This is an optimization exercise on Yosys and OpenROAD, whose aim is small area, a short achievable clock period and few clock cycles, not a production implementation.
At most, simulation tests tie the RTL to the original design; equivalence was not proved.
Function not checked in runs 1 and 2: the RTL went through the layout flow alone.
Power figures rest on the tool's default switching activity, not on a simulated workload.

===== flow/flow/run.sh =====
#!/bin/bash
# Standard layout, with timing repair aimed below the design's period
# (a larger setup slack margin).  Each step's log is in orfs/logs/.
set -euo pipefail
bash standard.sh SETUP_SLACK_MARGIN=${MARGIN:-7.3} finish > run_make.log 2>&1

===== flow/config.mk =====
export PLATFORM = sky130hd
export DESIGN_NAME = cpu
export DESIGN_NICKNAME = cpu
export VERILOG_FILES = /design/flow/design.v
export SDC_FILE = /design/flow/constraint.sdc
export NUM_CORES = 4
export LEC_CHECK = 0
export CAP_MARGIN = 20
export CORE_MARGIN = 2
export CORE_UTILIZATION = 40
export PLACE_DENSITY = 0.6
export SLEW_MARGIN = 20

===== flow/constraint.sdc =====
create_clock -name core_clock -period 11.0 [get_ports {clk}]
set_input_delay 2.2000 -clock core_clock [delete_from_list [all_inputs] [get_ports {clk}]]
set_output_delay 2.2000 -clock core_clock [all_outputs]
set_load 0.01 [all_outputs]

===== flow/design.v =====
module ks_add #(parameter W = 32) (
    input  wire [W-1:0] a,
    input  wire [W-1:0] b,
    input  wire         cin,
    output wire [W-1:0] s
);
localparam L = $clog2(W);
wire [W-1:0] g [0:L];
wire [W-1:0] p [0:L];
wire [W-1:0] p0 = a ^ b;
assign g[0] = (a & b) | {{(W-1){1'b0}}, p0[0] & cin};
assign p[0] = p0;
genvar k, i;
generate
    for (k = 0; k < L; k = k + 1) begin : lvl
        for (i = 0; i < W; i = i + 1) begin : bt
            if (i >= (1 << k)) begin : m
                assign g[k+1][i] = g[k][i] | (p[k][i] & g[k][i-(1<<k)]);
                assign p[k+1][i] = p[k][i] & p[k][i-(1<<k)];
            end else begin : c
                assign g[k+1][i] = g[k][i];
                assign p[k+1][i] = p[k][i];
            end
        end
    end
endgenerate
assign s = p0 ^ {g[L][W-2:0], cin};
endmodule
module cpu (
    input  wire        clk,
    input  wire        rst,
    output wire [31:0] imem_addr,
    input  wire [31:0] imem_rdata,
    output wire        dmem_re,
    output wire        dmem_we,
    output wire [31:0] dmem_addr,
    output wire [31:0] dmem_wdata,
    input  wire [31:0] dmem_rdata
);
reg  [31:2] pcf;             
reg  [31:2] pc_f2;           
reg         v_f2;
reg  [31:0] ir;              
reg  [31:2] pc_d;
reg  [31:2] tgt_d;
reg         unc_d;           
reg         v_d;
reg  [31:1] s1_d, s2_d;      
reg         stall;           
reg  [31:0] op1, op2, sd_e;  
reg  [31:2] tgt_e;
reg         v_e, bq_e, ld_e, st_e, wr_e;
reg  [4:0]  rd_e;
reg         sub_e;
reg  [5:0]  sel_e;           
reg  [31:0] res_m, wd_m;     
reg         re_m, we_m, ld_m, wr_m;
reg  [4:0]  rd_m;
reg  [31:0] res_w;           
reg         ld_w, wr_w;
reg  [4:0]  rd_w;
reg  [31:0] rf [1:31];
assign dmem_addr  = res_m;
assign dmem_wdata = wd_m;
assign dmem_we    = we_m;
assign dmem_re    = re_m;
wire [31:0] sum;
ks_add #(32) u_sum (.a(op1), .b(op2), .cin(sub_e), .s(sum));
wire [31:0] shl  = op1 << op2[4:0];
wire [31:0] shr  = op1 >> op2[4:0];
wire [31:0] alu  = ({32{sel_e[0]}} & sum) | ({32{sel_e[1]}} & shl) |
                   ({32{sel_e[2]}} & shr) | ({32{sel_e[3]}} & (op1 ^ op2)) |
                   ({32{sel_e[4]}} & (op1 | op2)) | ({32{sel_e[5]}} & (op1 & op2));
wire        misp = v_e & bq_e & (op1 == op2);
wire d_jal = ir[3];
wire d_beq = ir[6] & ~ir[2];
wire d_ld  = ~ir[5] & ~ir[4];
wire d_st  = ~ir[6] & ir[5] & ~ir[4];
wire d_imm = ~ir[5] & ir[4];                   
wire d_r   = ir[5] & ir[4];                    
wire d_wr  = (~ir[5] | ir[4] | ir[2]) & (ir[11:7] != 5'd0);
wire [4:0] rs1 = ir[19:15];
wire [4:0] rs2 = ir[24:20];
wire [4:0] rd  = ir[11:7];
wire [2:0] f3  = ir[14:12];
reg  [31:0] rf1, rf2;
integer j;
always @(*) begin
    rf1 = 32'b0;
    rf2 = 32'b0;
    for (j = 1; j < 32; j = j + 1) begin
        rf1 = rf1 | ({32{s1_d[j]}} & rf[j]);
        rf2 = rf2 | ({32{s2_d[j]}} & rf[j]);
    end
end
wire [31:0] w_val = ld_w ? dmem_rdata : res_w;
wire e_fw   = v_e & wr_e;
wire hit_e1 = e_fw & (rd_e == rs1);
wire hit_e2 = e_fw & (rd_e == rs2);
wire hit_m1 = wr_m & (rd_m == rs1);
wire hit_m2 = wr_m & (rd_m == rs2);
wire hit_w1 = wr_w & (rd_w == rs1);
wire hit_w2 = wr_w & (rd_w == rs2);
wire [31:0] v1 = hit_e1 ? alu : hit_m1 ? res_m : hit_w1 ? w_val : rf1;
wire [31:0] v2 = hit_e2 ? alu : hit_m2 ? res_m : hit_w2 ? w_val : rf2;
wire [31:0] imm_i = {{20{ir[31]}}, ir[31:20]};
wire [31:0] imm_s = {{20{ir[31]}}, ir[31:25], ir[11:7]};
wire [31:2] link;
ks_add #(30) u_link (.a(pc_d), .b(30'd0), .cin(1'b1), .s(link));
wire        d_sub = d_r & ir[30] & (f3 == 3'b000);
wire go_d = v_d & ~stall & ~misp;              
wire [31:0] in = imem_rdata;
wire f_jal = in[3];
wire f_beq = in[6] & ~in[2];
wire f_unc = f_jal | (f_beq & (in[19:15] == in[24:20]));
wire [31:0] imm_j = {{12{in[31]}}, in[19:12], in[20], in[30:21], 1'b0};
wire [31:0] imm_b = {{20{in[31]}}, in[7], in[30:25], in[11:8], 1'b0};
wire [31:2] f_tgt;
ks_add #(30) u_tgt (.a(pc_f2), .b(f_jal ? imm_j[31:2] : imm_b[31:2]), .cin(1'b0), .s(f_tgt));
wire redir = v_d & unc_d;
wire [31:2] fa = redir ? tgt_d : pcf;
assign imem_addr = {fa, 2'b00};
wire [31:2] fa_inc;
ks_add #(30) u_inc (.a(fa), .b(30'd0), .cin(1'b1), .s(fa_inc));
wire [31:0] nx_ir  = stall ? ir : in;
wire        nx_v   = stall ? (v_d & ~misp) : (v_f2 & ~redir & ~misp);
wire        nx_unc = stall ? unc_d : f_unc;
wire        nx_u1  = ~nx_ir[3];                                    
wire        nx_u2  = nx_ir[5] & ~nx_ir[4] | nx_ir[5] & ~nx_ir[2];  
wire [4:0]  nx_rs1 = nx_ir[19:15];
wire [4:0]  nx_rs2 = nx_ir[24:20];
wire        ld_nx_e = go_d & d_ld & d_wr;      
wire        ld_nx_m = v_e & ld_e & wr_e;       
wire stall_nx = nx_v & ~nx_unc & (
      (ld_nx_e & ((nx_u1 & nx_rs1 == rd)   | (nx_u2 & nx_rs2 == rd))) |
      (ld_nx_m & ((nx_u1 & nx_rs1 == rd_e) | (nx_u2 & nx_rs2 == rd_e))));
always @(posedge clk) begin
    if (wr_w)
        rf[rd_w] <= w_val;
    pc_f2 <= fa;
    pcf   <= misp ? tgt_e : stall_nx ? fa : fa_inc;
    if (!stall) begin
        ir    <= in;
        pc_d  <= pc_f2;
        tgt_d <= f_tgt;
        unc_d <= f_unc;
        for (j = 1; j < 32; j = j + 1) begin
            s1_d[j] <= (in[19:15] == j);
            s2_d[j] <= (in[24:20] == j);
        end
    end
    op1   <= d_jal ? {link, 2'b00} : v1;
    op2   <= d_jal ? 32'b0 : d_imm | d_ld ? imm_i : d_st ? imm_s : d_sub ? ~v2 : v2;
    sd_e  <= v2;
    tgt_e <= tgt_d;
    bq_e  <= d_beq & ~unc_d;
    ld_e  <= d_ld;
    st_e  <= d_st;
    wr_e  <= d_wr;
    rd_e  <= rd;
    sub_e <= d_sub;
    sel_e <= {d_r & f3 == 3'b111, d_r & f3 == 3'b110, d_r & f3 == 3'b100,
              d_r & f3 == 3'b101, d_r & f3 == 3'b001,
              ~d_r | f3 == 3'b000};
    res_m <= alu;
    wd_m  <= sd_e;
    rd_m  <= rd_e;
    ld_m  <= ld_e;
    res_w <= res_m;
    rd_w  <= rd_m;
    ld_w  <= ld_m;
    if (rst) begin
        pcf   <= 30'd0;
        v_f2  <= 1'b0;
        v_d   <= 1'b0;
        v_e   <= 1'b0;
        stall <= 1'b0;
        re_m  <= 1'b0;
        we_m  <= 1'b0;
        wr_m  <= 1'b0;
        wr_w  <= 1'b0;
    end else begin
        v_f2  <= ~misp;
        v_d   <= nx_v;
        v_e   <= go_d;
        stall <= stall_nx;
        re_m  <= v_e & ld_e;
        we_m  <= v_e & st_e;
        wr_m  <= v_e & wr_e;
        wr_w  <= wr_m;
    end
end
endmodule

===== flow/standard.sh =====
#!/bin/bash
# synth_recipe.tcl (not shown) runs the flow's synth.tcl, then flattens the netlist and writes it again
# the make line also repeats each setting of config.mk as NAME=value (left out here)
make -C /OpenROAD-flow-scripts/flow DESIGN_CONFIG=/design/flow/config.mk WORK_HOME=/design/flow/orfs CLKGATE_MAP_FILE= SYNTH_SCRIPT=/design/flow/synth_recipe.tcl "${@:-finish}"

==> summary.md, run 1 <==
| Metric | Value |
|---|---|
| CP max stage cell | dfxtp_4 |
| Ys flop type | edfxtp_1 |
| Placer congestion estimate | 1.00 |
| Vias | 56.6k |
| Total number of cells along the worst setup path | 6 |
| Yosys cell types | 88 |
| Max Clock Skew | 0.0354 ns |
| DRT Wirelength | 313 mm |
| Hold Path Class | flip-flop to flip-flop |
| Warnings from Yosys | 3 |
| Clock Tree Root | clkbuf_16 |
| Max Slew Vio Count | 0 |
| Cts hold-fix bufs | 0 |
| Fillers | 14.2k |
| Layout Nets | 5,575 |
| Worst r2r path cells | 9 |
| Drt pass-1 iters | 11 |
| FP Rows | 148 |
| Number of enable flip-flop cells after synthesis | 1,130 |
| Hold depth | 0 |
| First-pass GRT wire length | 421 mm |
| Vias in the first global route | 52.4k |
| Crit-path cells | and2_4 -> buf_12 -> buf_16 -> mux2i_4 -> inv_2 -> buf_6 |
| Critical Path RT | 8.80 ns |
| Worst Setup Start Kind | flip-flop |
| CTS Buffer Depth | 3 |
| Post-synthesis cell area | 65,700 um^2 |
| Register area | 40,700 um^2 |
| Die Ht | 409 um |
| Setup TNS | 0 ns |
| I/O pin count | 164 |
| Slew Limit Headroom | 10.4% |
| Crit path DAT | 2.15 ns |
| Antenna-violating nets left | 0 |
| Fmax | 230 MHz |
| Critical Path Max Stage Delay | 0.40 ns |
| Cts bufs inserted | 155 |
| Die width | 409 um |
| Synth Area per Inst | 12.9 um^2 |
| DRC | 0 |
| Actual slew at the worst max-slew pin | 1.33 ns |
| Total clock sinks | 1,463 |
| Post-synthesis cell count | 5,111 |
| Gr usage total | 35.9% |
| Reg2reg setup slack | 7.05 ns |
| Die area | 168,000 um^2 |
| 1st-iter DRT viols | 12.9k |
| Crit path time final | 4.35 ns |
| CTS tree | yes |
| Core footprint | 163,000 um^2 |
| Power Dens Cells | 183 nW/um^2 |
| H-tree depth | 4 |
| CP Class | flip-flop to output port |
| Final Setup Violations | 0 |
| Largest net degree at the start of global routing | 82 |
| Wire length per cell | 40.6 um |
| Final worst slack | 6.65 ns |
| Dpl hpwl | 175 mm |
| Port Buf Inserts | 159 |
| Post-place setup slack | 5.01 ns |
| Layout cells sized above 1 | 20.7% |
| Setup crit end kind | output port |
| Multi-input gate area | 25,300 um^2 |
| WP buf/inv | 4 |
| RSZ-0062 raised after global routing | yes |
| Worst VDD drop | 0.163 mV |
| Initial antenna violation count | 13 |
| Register bit total from synthesis | 1,463 |
| Seq/Total Area, Yosys | 61.8% |
| Top delay family on crit path | buffers and inverters |
| Period Utilization, post-route | 39.5% |
| Max-Cap Viols | 0 |
| Initial core utilization | 40.3% |
| Vias/cell | 7.33 |
| Synth-to-Final Area Change | 20.7% |
| CP Max Fanout | 7 |
| Status | timing/DRC/antenna clean |
| Final hold violations | 0 |
| Leak pwr | 27.8 nW |
| Ys async rst share | 0% |
| Clock latency at the later pin of the worst-skew pair | 0.82 ns |
| Remaining Overflow, GRT | 0 |
| Clk slew on worst S/H paths | 0.06 ns |
-- metrics by stage --
stage          utilization [%]  std cells  cell area (um^2)  total power, mW  hold WS (ns)
6_report                  48.7       7726             79300             14.5         0.317
5_1_grt                   48.7       7716             79300             14.8         0.329
4_1_cts                   47.9       7661             78100             14.3         0.317
3_5_place_dp              43.1       7237             70200             8.84         0.312
3_3_place_gp              43.1       7237             70200             8.82         0.312
2_1_floorplan                -       5112             65900             7.85         0.310
-- cell usage in the layout, fill, tap and decap left out, types with 29 or more instances in the layout --
cell,n
edfxtp_1,1130
a22o_1,447
a221oi_1,446
nor2_1,290
buf_4,282
dfxtp_1,273
nand2_1,216
clkbuf_16,165
a21oi_1,159
nand4_1,155
inv_1,128
nor3_1,108
xnor2_1,93
o21ai_0,87
a211oi_1,82
ha_1,75
buf_6,69
a222oi_1,64
mux2i_1,62
mux4_2,56
nand3_1,53
dlygate4sd2_1,53
xor2_1,51
a21o_1,44
a21oi_2,35
nor2_4,34
nand2_4,34
clkdlybuf4s50_1,32
clkinv_1,30
dfxtp_2,30
dfxtp_4,30
clkbuf_1,29
-- flip-flops by register name (all words and copies together), names as in the netlist, 5 cells and up --
signal  flops
op2        32
tgt_d      30
rd_m        5
rd_e        5
s1_d       31
pc_f2      30
s2_d       31
ir         30
tgt_e      30
op1        32
res_w      32
sd_e       32
pcf        30
rf        992
res_m      32
pc_d       30
rd_w        5
sel_e       6
wd_m       32
-- layout make-up --
type / instances / share of cell area (%)
sequential: 1463 / 51.4
multi-input combinational: 3137 / 31.9
timing repair buffer: 507 / 6.11
clock buffer: 199 / 5.37
tap: 2175 / 3.43
clock inverter: 88 / 1.03
inverter: 146 / 0.708
antenna: 11 / 0.0347
-- per-layer routing --
layer | GRT usage [%] | wire, um | vias up
met5 | 0.172 | 80 | -
met4 | 22.6 | 26100 | 10
met3 | 13.7 | 51100 | 1493
met2 | 49.4 | 125000 | 6014
met1 | 47.1 | 111000 | 27800
li1 | - | - | 21300
-- path summary, 6_finish.rpt --
kind	from	to
worst max register to register	s1_d[20]$_DFFE_PN_	op1[23]$_DFF_P_
worst min-delay path	sd_e[17]$_DFF_P_	wd_m[17]$_DFF_P_
worst max-delay path	unc_d$_DFF_P_	imem_addr[7]
worst min register to register	sd_e[17]$_DFF_P_	wd_m[17]$_DFF_P_
-- synth_stat cells (105+ instances only) --
master    instances  area (um^2)
a221oi_1        450         3940
clkbuf_1        315         1180
edfxtp_1       1130        33900
nor3_1          128          641
dfxtp_1         333         6670
a22o_1          447         3920
inv_1           141          529
a21oi_1         198          991
nand2_1         274         1030
nand4_1         155          970
xnor2_1         105          920
nor2_1          328         1230
-- logic make-up after synthesis --
kind of cell / count (synthesis) / synth area share (%)
buffers and inverters: 518 / 3.07
and+or+nand+nor: 1102 / 7.96
AOI/OAI and AO/OA: 1587 / 19.2
DFF: 1463 / 61.8
other: 1 / 0.00571
muxes: 181 / 3.92
adders and majority gates: 99 / 1.92
xor gates and xnor gates: 160 / 2.13
-- timing repair --
item	CTS	global route
cloned	13	6
gates resized for setup	723	183
endpoints found under the setup margin	345	156
pin swaps	115	83
setup buffers	124	46
-- where the power goes --
group	internal (mW)	switching [mW]
combinational	0.812	1.54
clock	3.00	2.31
sequential	6.52	0.301
==> run 2, diff against run 1 <==
--- a/flow/design.v
+++ b/flow/design.v
@@ -4,7 +4,7 @@
     input  wire         cin,
     output wire [W-1:0] s
 );
-localparam L = $clog2(W);
+localparam L = (W > 16) ? 5 : (W > 8) ? 4 : (W > 4) ? 3 : (W > 2) ? 2 : 1;
 wire [W-1:0] g [0:L];
 wire [W-1:0] p [0:L];
 wire [W-1:0] p0 = a ^ b;
@@ -43,7 +43,6 @@
 reg  [31:0] ir;              
 reg  [31:2] pc_d;
 reg  [31:2] tgt_d;
-reg         unc_d;           
 reg         v_d;
 reg  [31:1] s1_d, s2_d;      
 reg         stall;           
@@ -117,14 +116,13 @@
 wire [31:0] imm_b = {{20{in[31]}}, in[7], in[30:25], in[11:8], 1'b0};
 wire [31:2] f_tgt;
 ks_add #(30) u_tgt (.a(pc_f2), .b(f_jal ? imm_j[31:2] : imm_b[31:2]), .cin(1'b0), .s(f_tgt));
-wire redir = v_d & unc_d;
-wire [31:2] fa = redir ? tgt_d : pcf;
-assign imem_addr = {fa, 2'b00};
-wire [31:2] fa_inc;
-ks_add #(30) u_inc (.a(fa), .b(30'd0), .cin(1'b1), .s(fa_inc));
+wire redir = v_f2 & f_unc & ~stall & ~misp;
+assign imem_addr = {pcf, 2'b00};
+wire [31:2] pcf_inc;
+ks_add #(30) u_inc (.a(pcf), .b(30'd0), .cin(1'b1), .s(pcf_inc));
 wire [31:0] nx_ir  = stall ? ir : in;
-wire        nx_v   = stall ? (v_d & ~misp) : (v_f2 & ~redir & ~misp);
-wire        nx_unc = stall ? unc_d : f_unc;
+wire        nx_v   = stall ? (v_d & ~misp) : (v_f2 & ~misp);
+wire        nx_unc = ~stall & f_unc;           
 wire        nx_u1  = ~nx_ir[3];                                    
 wire        nx_u2  = nx_ir[5] & ~nx_ir[4] | nx_ir[5] & ~nx_ir[2];  
 wire [4:0]  nx_rs1 = nx_ir[19:15];
@@ -137,13 +135,12 @@
 always @(posedge clk) begin
     if (wr_w)
         rf[rd_w] <= w_val;
-    pc_f2 <= fa;
-    pcf   <= misp ? tgt_e : stall_nx ? fa : fa_inc;
+    pc_f2 <= pcf;
+    pcf   <= misp ? tgt_e : redir ? f_tgt : stall_nx ? pcf : pcf_inc;
     if (!stall) begin
         ir    <= in;
         pc_d  <= pc_f2;
         tgt_d <= f_tgt;
-        unc_d <= f_unc;
         for (j = 1; j < 32; j = j + 1) begin
             s1_d[j] <= (in[19:15] == j);
             s2_d[j] <= (in[24:20] == j);
@@ -153,7 +150,7 @@
     op2   <= d_jal ? 32'b0 : d_imm | d_ld ? imm_i : d_st ? imm_s : d_sub ? ~v2 : v2;
     sd_e  <= v2;
     tgt_e <= tgt_d;
-    bq_e  <= d_beq & ~unc_d;
+    bq_e  <= d_beq & (rs1 != rs2);
     ld_e  <= d_ld;
     st_e  <= d_st;
     wr_e  <= d_wr;
@@ -180,7 +177,7 @@
         wr_m  <= 1'b0;
         wr_w  <= 1'b0;
     end else begin
-        v_f2  <= ~misp;
+        v_f2  <= ~misp & ~redir;
         v_d   <= nx_v;
         v_e   <= go_d;
         stall <= stall_nx;
==> flow/flow/run.sh (replaced) <==
#!/bin/bash
# Standard layout, with timing repair aimed below the design's period
# (a larger setup slack margin).  Each step's log is in orfs/logs/.
set -euo pipefail
bash standard.sh SETUP_SLACK_MARGIN=${MARGIN:-7.5} finish > run_make.log 2>&1
==> summary.md, run 2 <==
| Metric | Value |
|---|---|
| Remaining Overflow, GRT | 0 (unchanged) |
| Post-synth top area cell | edfxtp_1 |
| 1st-iter DRT viols | 14.2k (+9.6%) |
| Most numerous cell on the critical path | nand2_2 |
| First-pass GRT wire length | 427 mm (+1.3%) |
| Fillers | 14.2k (+0.056%) |
| Gr usage total | 36.0% (+0.14 points) |
| Final hold violations | 0 (unchanged) |
| Vias in the first global route | 53.5k (+2.1%) |
| CP Class | primary input to flip-flop |
| CTS Buffer Depth | 3 (unchanged) |
| Vias/cell | 7.39 (+0.84%) |
| Status | timing/DRC/antenna clean |
| Initial core utilization | 40.3% (about the same) |
| Worst Setup Start Kind | primary input |
| Cts hold-fix bufs | 0 (unchanged) |
| Critical path origin | imem_rdata[3] |
| Placer congestion estimate | 1.01 (+0.76%) |
| Slew Limit Headroom | 14.0% (+3.7 points) |
| DRC | 0 (unchanged) |
| Worst r2r src | s1_d[28]$_DFFE_PN_ |
| Worst R2R End | op1[21]$_DFF_P_ |
| CTS tree | yes |
| Clock Tree Root | clkbuf_16 |
| Number of enable flip-flop cells after synthesis | 1,130 (unchanged) |
| Post-synthesis cell count | 5,253 (+2.8%) |
| Count leader, synth | edfxtp_1 |
| Post-synthesis cell area | 66,500 um^2 (+1.1%) |
| Dpl hpwl | 175 mm (-0.16%) |
| Total number of cells along the worst setup path | 18 (+12) |
| Worst r2r path cells | 11 (+2) |
| Wire length per cell | 40.7 um (+0.26%) |
| Die area | 169,000 um^2 (+1.1%) |
| DRT Wirelength | 320 mm (+2.1%) |
| Drt pass-1 iters | 11 (unchanged) |
| Cts bufs inserted | 154 (-0.65%) |
| Reg2reg setup slack | 7.24 ns (+0.19 ns) |
| I/O pin count | 164 (unchanged) |
| Power Total | 14.5 mW (-0.14%) |
| CP Max Fanout | 6 (-1) |
| Ys async rst share | 0% (unchanged) |
| RSZ-0062 raised after global routing | yes |
| CP max stage cell | ha_4 |
| Warnings from Yosys | 3 (unchanged) |
| Area share of the largest cell type after synthesis | 51.1% (-0.59 points) |
| Setup crit end | pcf[31]$_SDFFE_PP0P_ |
| Clock latency at the later pin of the worst-skew pair | 0.83 ns (about the same) |
| Actual slew at the worst max-slew pin | 1.29 ns (-0.0475 ns) |
| Max-Cap Viols | 0 (unchanged) |
| Max Clock Skew | 0.0532 ns (+0.0177 ns) |
| Leading cell types by count after synthesis | edfxtp_1 (1,130), a221oi_1 (453), a22o_1 (448) |
| FP Rows | 149 (+0.68%) |
| Hold Path Class | flip-flop to flip-flop |
| Critical Path Max Stage Delay | 0.30 ns (-0.10 ns) |
| Period Utilization, post-route | 40.0% (+0.44 points) |
| Yosys cell types | 86 (-2.3%) |
| Critical Path RT | 11.63 ns (+2.83 ns) |
| Top delay family on crit path | compound AO/OA/AOI/OAI gates |
| Leak pwr | 27.8 nW (about the same) |
| Crit-path cells | buf_12 -> buf_6 -> buf_6 -> buf_4 -> nand2_2 -> nand2_2 -> ha_4 -> buf_4 -> nand2_2 -> a21oi_1 -> o21ai_0 -> nand2_1 -> o311ai_4 -> a21boi_2 -> and4_4 -> mux2_4 -> nand2_2 -> a21oi_2 |
| Initial antenna violation count | 6 (-7) |
| WP buf/inv | 5 (+1) |
| Crit path time final | 4.40 ns (+0.0489 ns) |
| Vias | 58.1k (+2.7%) |
| Worst VDD drop | 0.135 mV (-18%) |
| Synth Area per Inst | 12.7 um^2 (-1.6%) |
| Total clock sinks | 1,462 (-0.068%) |
| Crit path DAT | 5.03 ns (+2.88 ns) |
| Synth area leaders | edfxtp_1 (51%), dfxtp_1 (10%), a221oi_1 (6.0%) |
| Largest register FFs | 992 (unchanged) |
| H-tree depth | 4 (unchanged) |
| Power Dens Cells | 180 nW/um^2 (-1.2%) |
| Setup crit end kind | flip-flop |
| Layout cells sized above 1 | 22.1% (+1.5 points) |
| Register bit total from synthesis | 1,462 (-0.068%) |
| Final core utilization | 48.6% (-0.068 points) |
| Setup TNS | 0 ns (unchanged) |
| Biggest register | rf |
| Commonest non-fill, non-tap cell in the layout | edfxtp_1 |
| Port Buf Inserts | 159 (unchanged) |
| Layout Nets | 5,706 (+2.3%) |
| Max Slew Vio Count | 0 (unchanged) |
| Final Setup Violations | 0 (unchanged) |
| Ys flop type | edfxtp_1 |
| Clk slew on worst S/H paths | 0.06 ns (about the same) |
| Most frequent cells in the layout | edfxtp_1 (1,130), a221oi_1 (452), a22o_1 (448) |
| Antenna-violating nets left | 0 (unchanged) |
| Synth-to-Final Area Change | 20.7% (about the same) |
| Die width | 412 um (+0.57%) |
| Fmax | 227 MHz (-1.1%) |
| Seq/Total Area, Yosys | 61.1% (-0.73 points) |
| Largest net degree at the start of global routing | 69 (-16%) |
| Core footprint | 165,000 um^2 (+1.2%) |
| Die Ht | 412 um (+0.57%) |
==> run 2: repair_timing <==
action	CTS	global route
gates resized for setup	955	216
pin swaps	97	114
buffers inserted	119	67
endpoints found under the setup margin	491	214
cloned	13	10
==> run 2: worst min-delay path by stage <==
stage,startpoint,endpoint,cells after the start
after floorplan,ld_m$_DFF_P_,ld_w$_DFF_P_,0
after global placement,sd_e[31]$_DFF_P_,wd_m[31]$_DFF_P_,0
after detailed placement,sd_e[26]$_DFF_P_,wd_m[26]$_DFF_P_,0
after CTS,sd_e[15]$_DFF_P_,wd_m[15]$_DFF_P_,0
after global routing,sd_e[9]$_DFF_P_,wd_m[9]$_DFF_P_,0
final,sd_e[15]$_DFF_P_,wd_m[15]$_DFF_P_,0
==> run 2: kinds of logic after synthesis <==
family                     synth area share, %
adders and majority gates                 1.90
xor gates and xnor gates                  2.16
muxes                                     3.86
other                                  0.00564
AOI/OAI and AO/OA                         19.6
buffers and inverters                     3.27
DFF                                       61.1
and+or+nand+nor                           8.16
==> run 2: where the power goes <==
group / total (mW) / switching [mW] / internal [mW]
Clock: 5.27 / 2.31 / 2.96
Combinational: 2.42 / 1.55 / 0.876
Sequential: 6.77 / 0.287 / 6.48
==> run 2: area by class of cell <==
cell class / count / area, um^2 / share of cell area (%)
diodes: 8 / 20.0 / 0.0250
well taps: 2189 / 2740 / 3.41
clock buffers: 198 / 4130 / 5.15
clock inverters: 86 / 870 / 1.08
multi-input cells: 3253 / 26200 / 32.7
repair inverters: 2 / 16.3 / 0.0203
repair buffers: 528 / 4810 / 6.00
inverters: 140 / 566 / 0.705
flip-flops and latches: 1462 / 40900 / 50.9
==> run 2: stage by stage <==
stage	std cells	cell area, um^2	setup slack, ns	hold WS (ns)
finish	7866	80200	6.60	0.319
global route	7858	80200	6.60	0.329
CTS	7777	78500	6.82	0.317
detailed placement	7361	70900	4.81	0.312
global placement	7361	70900	4.78	0.311
floorplan	5254	66800	5.94	0.310
==> run 2: metal layers <==
layer / track usage [%] / vias up / routed length [um]
met4: 23.9 / 8 / 29000
met2: 49.0 / 6409 / 126000
met1: 46.3 / 28200 / 109000
met5: 0.509 / - / 146
met3: 15.3 / 1680 / 56100
li1: - / 21800 / -
==> run 3, diff against run 2 <==
--- a/flow/design.v
+++ b/flow/design.v
@@ -42,7 +42,7 @@
 reg         v_f2;
 reg  [31:0] ir;              
 reg  [31:2] pc_d;
-reg  [31:2] tgt_d;
+reg         unc_d;           
 reg         v_d;
 reg  [31:1] s1_d, s2_d;      
 reg         stall;           
@@ -107,22 +107,23 @@
 wire [31:2] link;
 ks_add #(30) u_link (.a(pc_d), .b(30'd0), .cin(1'b1), .s(link));
 wire        d_sub = d_r & ir[30] & (f3 == 3'b000);
+wire [31:0] imm_j = {{12{ir[31]}}, ir[19:12], ir[20], ir[30:21], 1'b0};
+wire [31:0] imm_b = {{20{ir[31]}}, ir[7], ir[30:25], ir[11:8], 1'b0};
+wire [31:2] tgt_d;
+ks_add #(30) u_tgt (.a(pc_d), .b(d_jal ? imm_j[31:2] : imm_b[31:2]), .cin(1'b0), .s(tgt_d));
 wire go_d = v_d & ~stall & ~misp;              
 wire [31:0] in = imem_rdata;
 wire f_jal = in[3];
 wire f_beq = in[6] & ~in[2];
 wire f_unc = f_jal | (f_beq & (in[19:15] == in[24:20]));
-wire [31:0] imm_j = {{12{in[31]}}, in[19:12], in[20], in[30:21], 1'b0};
-wire [31:0] imm_b = {{20{in[31]}}, in[7], in[30:25], in[11:8], 1'b0};
-wire [31:2] f_tgt;
-ks_add #(30) u_tgt (.a(pc_f2), .b(f_jal ? imm_j[31:2] : imm_b[31:2]), .cin(1'b0), .s(f_tgt));
-wire redir = v_f2 & f_unc & ~stall & ~misp;
-assign imem_addr = {pcf, 2'b00};
-wire [31:2] pcf_inc;
-ks_add #(30) u_inc (.a(pcf), .b(30'd0), .cin(1'b1), .s(pcf_inc));
+wire redir = v_d & unc_d;
+wire [31:2] fa = pcf;
+assign imem_addr = {fa, 2'b00};
+wire [31:2] fa_inc;
+ks_add #(30) u_inc (.a(fa), .b(30'd0), .cin(1'b1), .s(fa_inc));
 wire [31:0] nx_ir  = stall ? ir : in;
-wire        nx_v   = stall ? (v_d & ~misp) : (v_f2 & ~misp);
-wire        nx_unc = ~stall & f_unc;           
+wire        nx_v   = stall ? (v_d & ~misp) : (v_f2 & ~redir & ~misp);
+wire        nx_unc = stall ? unc_d : f_unc;
 wire        nx_u1  = ~nx_ir[3];                                    
 wire        nx_u2  = nx_ir[5] & ~nx_ir[4] | nx_ir[5] & ~nx_ir[2];  
 wire [4:0]  nx_rs1 = nx_ir[19:15];
@@ -135,22 +136,22 @@
 always @(posedge clk) begin
     if (wr_w)
         rf[rd_w] <= w_val;
-    pc_f2 <= pcf;
-    pcf   <= misp ? tgt_e : redir ? f_tgt : stall_nx ? pcf : pcf_inc;
+    pc_f2 <= fa;
+    pcf   <= misp ? tgt_e : redir ? tgt_d : stall_nx ? fa : fa_inc;
     if (!stall) begin
         ir    <= in;
         pc_d  <= pc_f2;
-        tgt_d <= f_tgt;
-        for (j = 1; j < 32; j = j + 1) begin
-            s1_d[j] <= (in[19:15] == j);
-            s2_d[j] <= (in[24:20] == j);
-        end
+        unc_d <= f_unc;
+    end
+    for (j = 1; j < 32; j = j + 1) begin
+        s1_d[j] <= (nx_rs1 == j);
+        s2_d[j] <= (nx_rs2 == j);
     end
     op1   <= d_jal ? {link, 2'b00} : v1;
     op2   <= d_jal ? 32'b0 : d_imm | d_ld ? imm_i : d_st ? imm_s : d_sub ? ~v2 : v2;
     sd_e  <= v2;
     tgt_e <= tgt_d;
-    bq_e  <= d_beq & (rs1 != rs2);
+    bq_e  <= d_beq & ~unc_d;
     ld_e  <= d_ld;
     st_e  <= d_st;
     wr_e  <= d_wr;
==> flow/flow/run.sh (replaced) <==
#!/bin/bash
# Standard layout, with timing repair aimed below the design's period
# (a larger setup slack margin), and port buffers of a plain buffer cell.
# Each step's log is in orfs/logs/; make's own output is in run_make.log.
set -euo pipefail
bash standard.sh SETUP_SLACK_MARGIN=${MARGIN:-7.5} \
  "BUFFER_PORTS_ARGS=-buffer_cell sky130_fd_sc_hd__buf_4" finish > run_make.log 2>&1
--- a/flow/config.mk
+++ b/flow/config.mk
@@ -7,6 +7,8 @@
 export LEC_CHECK = 0
 export CAP_MARGIN = 20
 export CORE_MARGIN = 2
-export CORE_UTILIZATION = 40
-export PLACE_DENSITY = 0.6
+export CORE_UTILIZATION = 52
+export CTS_CLUSTER_DIAMETER = 150
+export CTS_CLUSTER_SIZE = 20
+export PLACE_DENSITY = 0.66
 export SLEW_MARGIN = 20
==> summary.md, run 3 <==
| Metric | Value |
|---|---|
| Setup crit end kind | flip-flop |
| Register bit total from synthesis | 1,433 (-2.0%) |
| Ys async rst share | 0% (unchanged) |
| Biggest register | rf |
| WHS | 0.331 ns (+0.0125 ns) |
| Number of enable flip-flop cells after synthesis | 1,038 (-8.1%) |
| CTS Buffer Depth | 3 (unchanged) |
| Port Buf Inserts | 159 (unchanged) |
| Largest register FFs | 992 (unchanged) |
| FP Rows | 129 (-13%) |
| Wire length per cell | 43.5 um (+7.0%) |
| Synth area leaders | edfxtp_1 (48%), dfxtp_1 (12%), a221oi_1 (6.1%) |
| Crit path time final | 3.81 ns (-0.585 ns) |
| Design Area, Final | 72,500 um^2 (-9.6%) |
| Period Utilization, post-route | 34.7% (-5.3 points) |
| Final hold violations | 0 (unchanged) |
| Crit path DAT | 4.45 ns (-0.58 ns) |
| Remaining Overflow, GRT | 0 (unchanged) |
| Slew Limit Headroom | 8.46% (-5.6 points) |
| CTS tree | yes |
| Placed Instance Area | 67,700 um^2 (-4.5%) |
| DRT Wirelength | 300 mm (-6.2%) |
| Actual slew at the worst max-slew pin | 1.36 ns (+0.0760 ns) |
| Clock Tree Root | clkbuf_16 |
| H-tree depth | 3 (-1) |
| Die Ht | 357 um (-13%) |
| Placer congestion estimate | 1.06 (+4.8%) |
| Core footprint | 123,000 um^2 (-25%) |
| Synth Area per Inst | 12.6 um^2 (about the same) |
| Antenna-violating nets left | 0 (unchanged) |
| CP Class | primary input to flip-flop |
| Gr usage total | 45.8% (+9.8 points) |
| Layout cells sized above 1 | 18.3% (-3.8 points) |
| Area share of the largest cell type after synthesis | 48.2% (-2.8 points) |
| Yosys cell types | 100 (+16%) |
| Count leader, synth | edfxtp_1 |
| Fillers | 9,804 (-31%) |
| Dpl hpwl | 170 mm (-3.2%) |
| Status | timing/DRC/antenna clean |
| I/O pin count | 164 (unchanged) |
| Cts bufs inserted | 82 (-47%) |
| DRC | 0 (unchanged) |
| First-pass GRT wire length | 403 mm (-5.7%) |
| Die area | 127,000 um^2 (-25%) |
| Worst r2r path cells | 10 (-1) |
| Drt pass-1 iters | 13 (+2) |
| Critical Path RT | 11.64 ns (about the same) |
| Dpl cells | 6,667 (-9.4%) |
| Warnings from Yosys | 3 (unchanged) |
| Vias in the first global route | 50.7k (-5.2%) |
| Hold depth | 0 (unchanged) |
| Cts hold-fix bufs | 0 (unchanged) |
| Vias/cell | 7.99 (+8.1%) |
| Commonest non-fill, non-tap cell in the layout | edfxtp_1 |
| Max Clock Skew | 0.0453 ns (-0.00789 ns) |
| Initial core utilization | 52.4% (+12 points) |
| Worst Setup Start Kind | primary input |
| Max Slew Vio Count | 0 (unchanged) |
| Max-Cap Viols | 0 (unchanged) |
| Worst VDD drop | 0.134 mV (-0.45%) |
| Seq/Total Area, Yosys | 60.4% (-0.62 points) |
| Synth-to-Final Area Change | 12.2% |
| Filler-free cell count of the finished design | 6,896 (-12%) |
| Final Setup Violations | 0 (unchanged) |
| Reg2reg setup slack | 7.28 ns (+0.04 ns) |
| Final core utilization | 58.7% (+10 points) |
| Vias | 55.1k (-5.2%) |
| Clk slew on worst S/H paths | 0.09 ns (+0.03 ns) |
| Largest net degree at the start of global routing | 76 (+10%) |
| Hold Path Class | flip-flop to flip-flop |
| Clock latency at the later pin of the worst-skew pair | 0.74 ns (-0.09 ns) |
| Layout Nets | 5,383 (-5.7%) |
| RSZ-0062 raised after global routing | yes |
| Fmax | 262 MHz (+15%) |
| CP Max Fanout | 6 (unchanged) |
| Die width | 357 um (-13%) |
| Ys flop type | edfxtp_1 |
| 1st-iter DRT viols | 13.3k (-6.1%) |
| Leading cell types by count after synthesis | edfxtp_1 (1,038), a221oi_1 (447), a22o_1 (440) |
| Power Dens Cells | 163 nW/um^2 (-9.7%) |
| Most frequent cells in the layout | edfxtp_1 (1,038), a221oi_1 (446), a22o_1 (440) |
| Leak pwr | 24.8 nW (-11%) |
| Initial antenna violation count | 7 (+1) |
| Post-synthesis cell count | 5,115 (-2.6%) |
| Post-synthesis cell area | 64,700 um^2 (-2.7%) |
| Post-synth top area cell | edfxtp_1 |
| Setup TNS | 0 ns (unchanged) |
| Total clock sinks | 1,433 (-2.0%) |
==> run 3: cell types whose count changed in the layout (fill, tap and decap cells not counted), sizes merged, moves of 20 or more <==
cell,before,now
a211oi,89,133
a22oi,6,29
buf,467,388
clkbuf,206,116
clkdlybuf4s50,26,0
clkinv,57,8
dfxtp,332,395
edfxtp,1130,1038
nand2,249,215
o21ai,151,111
xnor2,91,111
==> run 3: logic make-up (layout without fill, tap and decap cells) <==
family	Yosys count	after routing	synth area share, %
buffers and inverters	513	652	3.29
adder cells (fa/ha/maj)	99	99	1.95
flip-flops	1433	1433	60.4
AND/OR/NAND/NOR	1091	1091	7.99
other	1	6	0.00580
multiplexers	169	169	3.97
AO/OA/AOI/OAI	1643	1643	20.1
XOR/XNOR	166	166	2.25
==> run 3: power breakdown <==
group | leakage (nW) | total (mW) | internal (mW) | switching (mW)
clock network | 1.11 | 3.25 | 1.40 | 1.84
logic | 10.9 | 2.02 | 0.671 | 1.35
registers | 12.8 | 6.54 | 6.26 | 0.285
total | 24.8 | 11.8 | 8.33 | 3.48
==> run 3: layout make-up <==
type | instances | area [um^2] | share of cell area, %
well taps | 1637 | 2050 | 2.82
inverters | 134 | 515 | 0.711
repair buffers | 397 | 3520 | 4.86
clock inverters | 8 | 105 | 0.145
multi-input cells | 3170 | 24700 | 34.1
diodes | 4 | 10.0 | 0.0138
flip-flops and latches | 1433 | 39400 | 54.4
clock buffers | 113 | 2190 | 3.02
==> run 3: routing by layer <==
layer  part of all wire (%)  track usage (%)  wire, um  up-vias
met4                    8.9             28.4     26600       10
li1                       -                -         -    20800
met5                  0.073             1.15       218        -
met1                     34             61.1    102000    26500
met2                     38             60.9    115000     6172
met3                     19             19.6     56300     1547
==> run 3: metrics by stage <==
| step | setup slack [ns] | total power, mW |
|---|---|---|
| 2_1_floorplan | 6.84 | 7.51 |
| 3_3_place_gp | 5.40 | 8.33 |
| 3_5_place_dp | 5.42 | 8.35 |
| 4_1_cts | 7.25 | 11.6 |
| 5_1_grt | 7.07 | 12.0 |
| 6_report | 7.19 | 11.8 |
==> run 3: path summary, 6_finish.rpt <==
path | to | start
setup / recovery | pcf[26]$_SDFFE_PP0P_ | imem_rdata[18]
hold / removal | wd_m[8]$_DFF_P_ | sd_e[8]$_DFF_P_
setup reg to reg | op1[24]$_DFF_P_ | s1_d[16]$_DFF_P_
hold reg to reg | wd_m[8]$_DFF_P_ | sd_e[8]$_DFF_P_
==> run 3: what timing repair did <==
item / CTS / global route
hold endpoints to repair: 0 / 0
gates resized for setup: 253 / 157
setup endpoints to repair: 221 / 183
pin swaps: 35 / 41
buffers inserted: 60 / 30
cloned: 10 / 3
==> run 3: critical path, cell delays in order <==
cell and delay, ns:
buf_8 0.10, mux2i_4 0.20, inv_2 0.09, xnor2_1 0.19, nand4_1 0.12, or3_1 0.37
a21oi_2 0.15, o21bai_2 0.11, buf_4 0.15, a211oi_4 0.19, buf_6 0.18, buf_8 0.15
a21oi_2 0.04, a211oi_2 0.20
Testbench counts of run 3, summed over its fixed seeds: cycles 29,272.
==> run 4, diff against run 3 <==
--- a/flow/design.v
+++ b/flow/design.v
@@ -46,6 +46,7 @@
 reg         v_d;
 reg  [31:1] s1_d, s2_d;      
 reg         stall;           
+reg         stall1;          
 reg  [31:0] op1, op2, sd_e;  
 reg  [31:2] tgt_e;
 reg         v_e, bq_e, ld_e, st_e, wr_e;
@@ -118,6 +119,7 @@
 wire f_unc = f_jal | (f_beq & (in[19:15] == in[24:20]));
 wire redir = v_d & unc_d;
 wire [31:2] fa = pcf;
+wire restart = stall & ~stall1;
 assign imem_addr = {fa, 2'b00};
 wire [31:2] fa_inc;
 ks_add #(30) u_inc (.a(fa), .b(30'd0), .cin(1'b1), .s(fa_inc));
@@ -137,7 +139,7 @@
     if (wr_w)
         rf[rd_w] <= w_val;
     pc_f2 <= fa;
-    pcf   <= misp ? tgt_e : redir ? tgt_d : stall_nx ? fa : fa_inc;
+    pcf   <= misp ? tgt_e : redir ? tgt_d : restart ? pc_f2 : fa_inc;
     if (!stall) begin
         ir    <= in;
         pc_d  <= pc_f2;
@@ -173,12 +175,14 @@
         v_d   <= 1'b0;
         v_e   <= 1'b0;
         stall <= 1'b0;
+        stall1 <= 1'b0;
         re_m  <= 1'b0;
         we_m  <= 1'b0;
         wr_m  <= 1'b0;
         wr_w  <= 1'b0;
     end else begin
-        v_f2  <= ~misp & ~redir;
+        v_f2  <= ~misp & ~redir & ~restart;
+        stall1 <= stall;
         v_d   <= nx_v;
         v_e   <= go_d;
         stall <= stall_nx;
==> summary.md, run 4 <==
| Metric | Value |
|---|---|
| Register area | 39,400 um^2 (about the same) |
| Critical Path RT | 11.60 ns (-0.04 ns) |
| FP Rows | 129 (unchanged) |
| Slew Limit Headroom | 9.97% (+1.5 points) |
| CTS Buffer Depth | 3 (unchanged) |
| Post-synth top area cell | edfxtp_1 |
| Setup TNS | 0 ns (unchanged) |
| RSZ-0062 raised after global routing | yes |
| Layout Nets | 5,398 (+0.28%) |
| Fillers | 9,922 (+1.2%) |
| 1st-iter DRT viols | 13.4k (+1.0%) |
| Clock latency at the later pin of the worst-skew pair | 0.75 ns (about the same) |
| H-tree depth | 3 (unchanged) |
| Max-Cap Viols | 0 (unchanged) |
| Total number of cells along the worst setup path | 10 (-4) |
| Count leader, synth | edfxtp_1 |
| Seq/Total Area, Yosys | 60.5% (+0.10 points) |
| Initial antenna violation count | 11 (+4) |
| Most frequent cells in the layout | edfxtp_1 (1,038), a221oi_1 (368), a22o_1 (362) |
| Area share of the largest cell type after synthesis | 48.3% (+0.057 points) |
| DRC | 0 (unchanged) |
| Remaining Overflow, GRT | 0 (unchanged) |
| Fmax | 273 MHz (+4.1%) |
| Drt pass-1 iters | 13 (unchanged) |
| Port Buf Inserts | 159 (unchanged) |
| Post-synthesis cell area | 64,600 um^2 (-0.12%) |
| Ys async rst share | 0% (unchanged) |
| Hold depth | 0 (unchanged) |
| Cts bufs inserted | 81 (-1.2%) |
| Gr usage total | 46.4% (+0.58 points) |
| Wire length per cell | 43.5 um (about the same) |
| Core footprint | 123,000 um^2 (unchanged) |
| Dpl hpwl | 173 mm (+2.1%) |
| Vias | 55.5k (+0.82%) |
| I/O pin count | 164 (unchanged) |
| Leading cell types by count after synthesis | edfxtp_1 (1,038), dfxtp_1 (396), a221oi_1 (369) |
| First-pass GRT wire length | 406 mm (+0.87%) |
| Register bit total from synthesis | 1,434 (+0.070%) |
| Clock Tree Root | clkbuf_16 |
| Actual slew at the worst max-slew pin | 1.34 ns (-0.0225 ns) |
| Warnings from Yosys | 3 (unchanged) |
| Max Clock Skew | 0.0340 ns (-0.0113 ns) |
| Post-synthesis cell count | 5,149 (+0.66%) |
| Multi-input gate area | 24,500 um^2 (-0.74%) |
| CTS tree | yes |
| Power Total | 11.9 mW (+0.42%) |
| Synth area leaders | edfxtp_1 (48%), dfxtp_1 (12%), a221oi_1 (5.0%) |
| Setup crit end kind | flip-flop |
| DRT Wirelength | 302 mm (+0.66%) |
| Worst r2r path cells | 10 (unchanged) |
| Worst Setup Start Kind | flip-flop |
| CP max stage cell | dfxtp_2 |
| Status | timing/DRC/antenna clean |
| Worst VDD drop | 0.189 mV (+41%) |
| Final Setup Violations | 0 (unchanged) |
| Crit path time final | 3.66 ns (-0.150 ns) |
| Clk slew on worst S/H paths | 0.10 ns (about the same) |
| Top delay family on crit path | compound AO/OA/AOI/OAI gates |
| Initial core utilization | 52.3% (-0.062 points) |
| Die Ht | 356 um (about the same) |
| Crit-path cells | buf_4 -> a22o_1 -> a221oi_1 -> nand4_1 -> nor3_1 -> nor3_1 -> a211oi_2 -> o21ai_0 -> o21ai_0 -> nand4_1 |
| Max Slew Vio Count | 0 (unchanged) |
| Synth Area per Inst | 12.5 um^2 (-0.78%) |
| Die width | 356 um (about the same) |
| Critical Path Max Stage Delay | 0.62 ns (+0.25 ns) |
| Largest net degree at the start of global routing | 65 (-14%) |
| Largest register FFs | 992 (unchanged) |
| Die area | 127,000 um^2 (-0.12%) |
| CP Max Fanout | 22 (+16) |
| Crit path DAT | 4.26 ns (-0.19 ns) |
| Synth-to-Final Area Change | 11.5% |
| Power Dens Cells | 165 nW/um^2 (+1.1%) |
| Vias in the first global route | 50.9k (+0.39%) |
| Period Utilization, post-route | 33.3% (-1.4 points) |
| Total clock sinks | 1,434 (+0.070%) |
| Hold Path Class | flip-flop to flip-flop |
| Antenna-violating nets left | 0 (unchanged) |
| Cts hold-fix bufs | 0 (unchanged) |
| Layout cells sized above 1 | 16.9% (-1.4 points) |
| Vias/cell | 8.00 (+0.21%) |
| Yosys cell types | 86 (-14%) |
| Placer congestion estimate | 1.03 (-2.7%) |
| CP Class | flip-flop to flip-flop |
| Leak pwr | 24.4 nW (-1.5%) |
| Final hold violations | 0 (unchanged) |
| Ys flop type | edfxtp_1 |
| Number of enable flip-flop cells after synthesis | 1,038 (unchanged) |
| WP buf/inv | 1 (-4) |
| Biggest register | rf |
| Commonest non-fill, non-tap cell in the layout | edfxtp_1 |
[run 4: cell types whose count changed after synthesis, moves of 20 or more]
cell      before  now
a211oi_1     128   89
a21o_1        43   23
a21oi_1      209  163
a221oi_1     447  369
a22o_1       440  362
a22oi_1       29  185
nand2_1      214  254
nor3_1       149  109
o21ai_0       96  153
o22ai_1       12   41
[run 4: what timing repair did]
action                                  CTS  global route
endpoints found under the setup margin  214            97
resized for setup                       204            95
gates cloned                              8             2
setup buffers                            42            15
pin swaps                                17            16
[run 4: final timing paths]
check | start | end | slack [ns]
setup / recovery | s2_d[29]$_DFF_P_ | op2[29]$_SDFF_PP0_ | 7.34
hold / removal | sd_e[27]$_DFF_P_ | wd_m[27]$_DFF_P_ | 0.31
setup reg to reg | s2_d[29]$_DFF_P_ | op2[29]$_SDFF_PP0_ | 7.34
hold reg to reg | sd_e[27]$_DFF_P_ | wd_m[27]$_DFF_P_ | 0.31
[run 4: power breakdown]
group	internal (mW)	switching [mW]	leakage (nW)	total (mW)
combinational	0.677	1.36	10.4	2.04
clock	1.49	1.80	1.15	3.29
sequential	6.26	0.275	12.9	6.53
[run 4: kinds of logic after synthesis]
logic type                 share of synthesized area, %
xor gates and xnor gates                           2.16
AOI/OAI and AO/OA                                  19.7
muxes                                              4.41
other                                           0.00581
and+or+nand+nor                                    8.29
DFF                                                60.5
buffers and inverters                              2.95
adders and majority gates                          1.95
[run 4: final cells by class]
type | count | area share (%)
Antenna cell | 16 | 0.0556
Clock buffer | 134 | 3.31
Clock inverter | 1 | 0.0122
Inverter | 124 | 0.667
Multi-Input combinational cell | 3225 | 34.0
Sequential cell | 1434 | 54.7
Tap cell | 1637 | 2.84
Timing Repair Buffer | 366 | 4.33
Timing Repair inverter | 1 | 0.00695
[run 4: per-stage QoR]
stage / hold slack, ns / setup slack [ns] / instances / area (um^2) / utilization (%)
finish: 0.312 / 7.34 / 6938 / 72000 / 58.3
global route: 0.335 / 7.43 / 6922 / 72000 / 58.3
CTS: 0.318 / 7.37 / 6905 / 71500 / 57.9
detailed placement: 0.314 / 5.93 / 6720 / 67900 / 55.0
global placement: 0.310 / 5.99 / 6720 / 67900 / 55.0
floorplan: 0.310 / 7.46 / 5150 / 64600 / -
[run 4: routing by layer]
metal	global-route usage [%]	vias to the layer above	routed length (um)
met3	22.6	1588	58300
li1	-	20900	-
met5	0.704	-	146
met4	27.1	12	25200
met2	60.6	6320	114000
met1	61.8	26700	104000
Testbench counts of run 4, summed over its fixed seeds: cycles 29,421.

-- afterwards: timing with drivers on the ports --
Ports are ideal in the flow. The routed layouts listed here were re-timed in OpenROAD.
Step 1 (the two cells are an assumption about what drives the block):
set clk [get_ports {clk}]
set_driving_cell -lib_cell sky130_fd_sc_hd__clkbuf_16 $clk
set_driving_cell -lib_cell sky130_fd_sc_hd__buf_2 [delete_from_list [all_inputs] $clk]
Step 2 times the ports against the registers' clock, not the clock port: input delays grow and output delays shrink by t, the midpoint of the rising clock arrivals with the driver on.
Slacks: ideal ports / drivers / drivers and shift; pairs: ideal ports / drivers.
run | shift t [ns] | setup slack, ns | latest minus earliest clock arrival (ns) | worst slew at a driven data input, ns
run 1 | 0.893 | 6.650 / 6.558 / 6.023 | 0.040 / 0.040 | 0.08
run 2 | 0.885 | 6.601 / 6.634 / 5.749 | 0.058 / 0.058 | 0.11
run 3 | 0.805 | 7.186 / 7.231 / 6.426 | 0.046 / 0.046 | 0.06
run 4 | 0.811 | 7.337 / 7.337 / 6.628 | 0.034 / 0.034 | 0.05
After both steps every run listed still meets setup and hold. The setup slack of run 2, which loses most, moves by +0.033 ns with the drivers and by -0.852 ns with both steps.
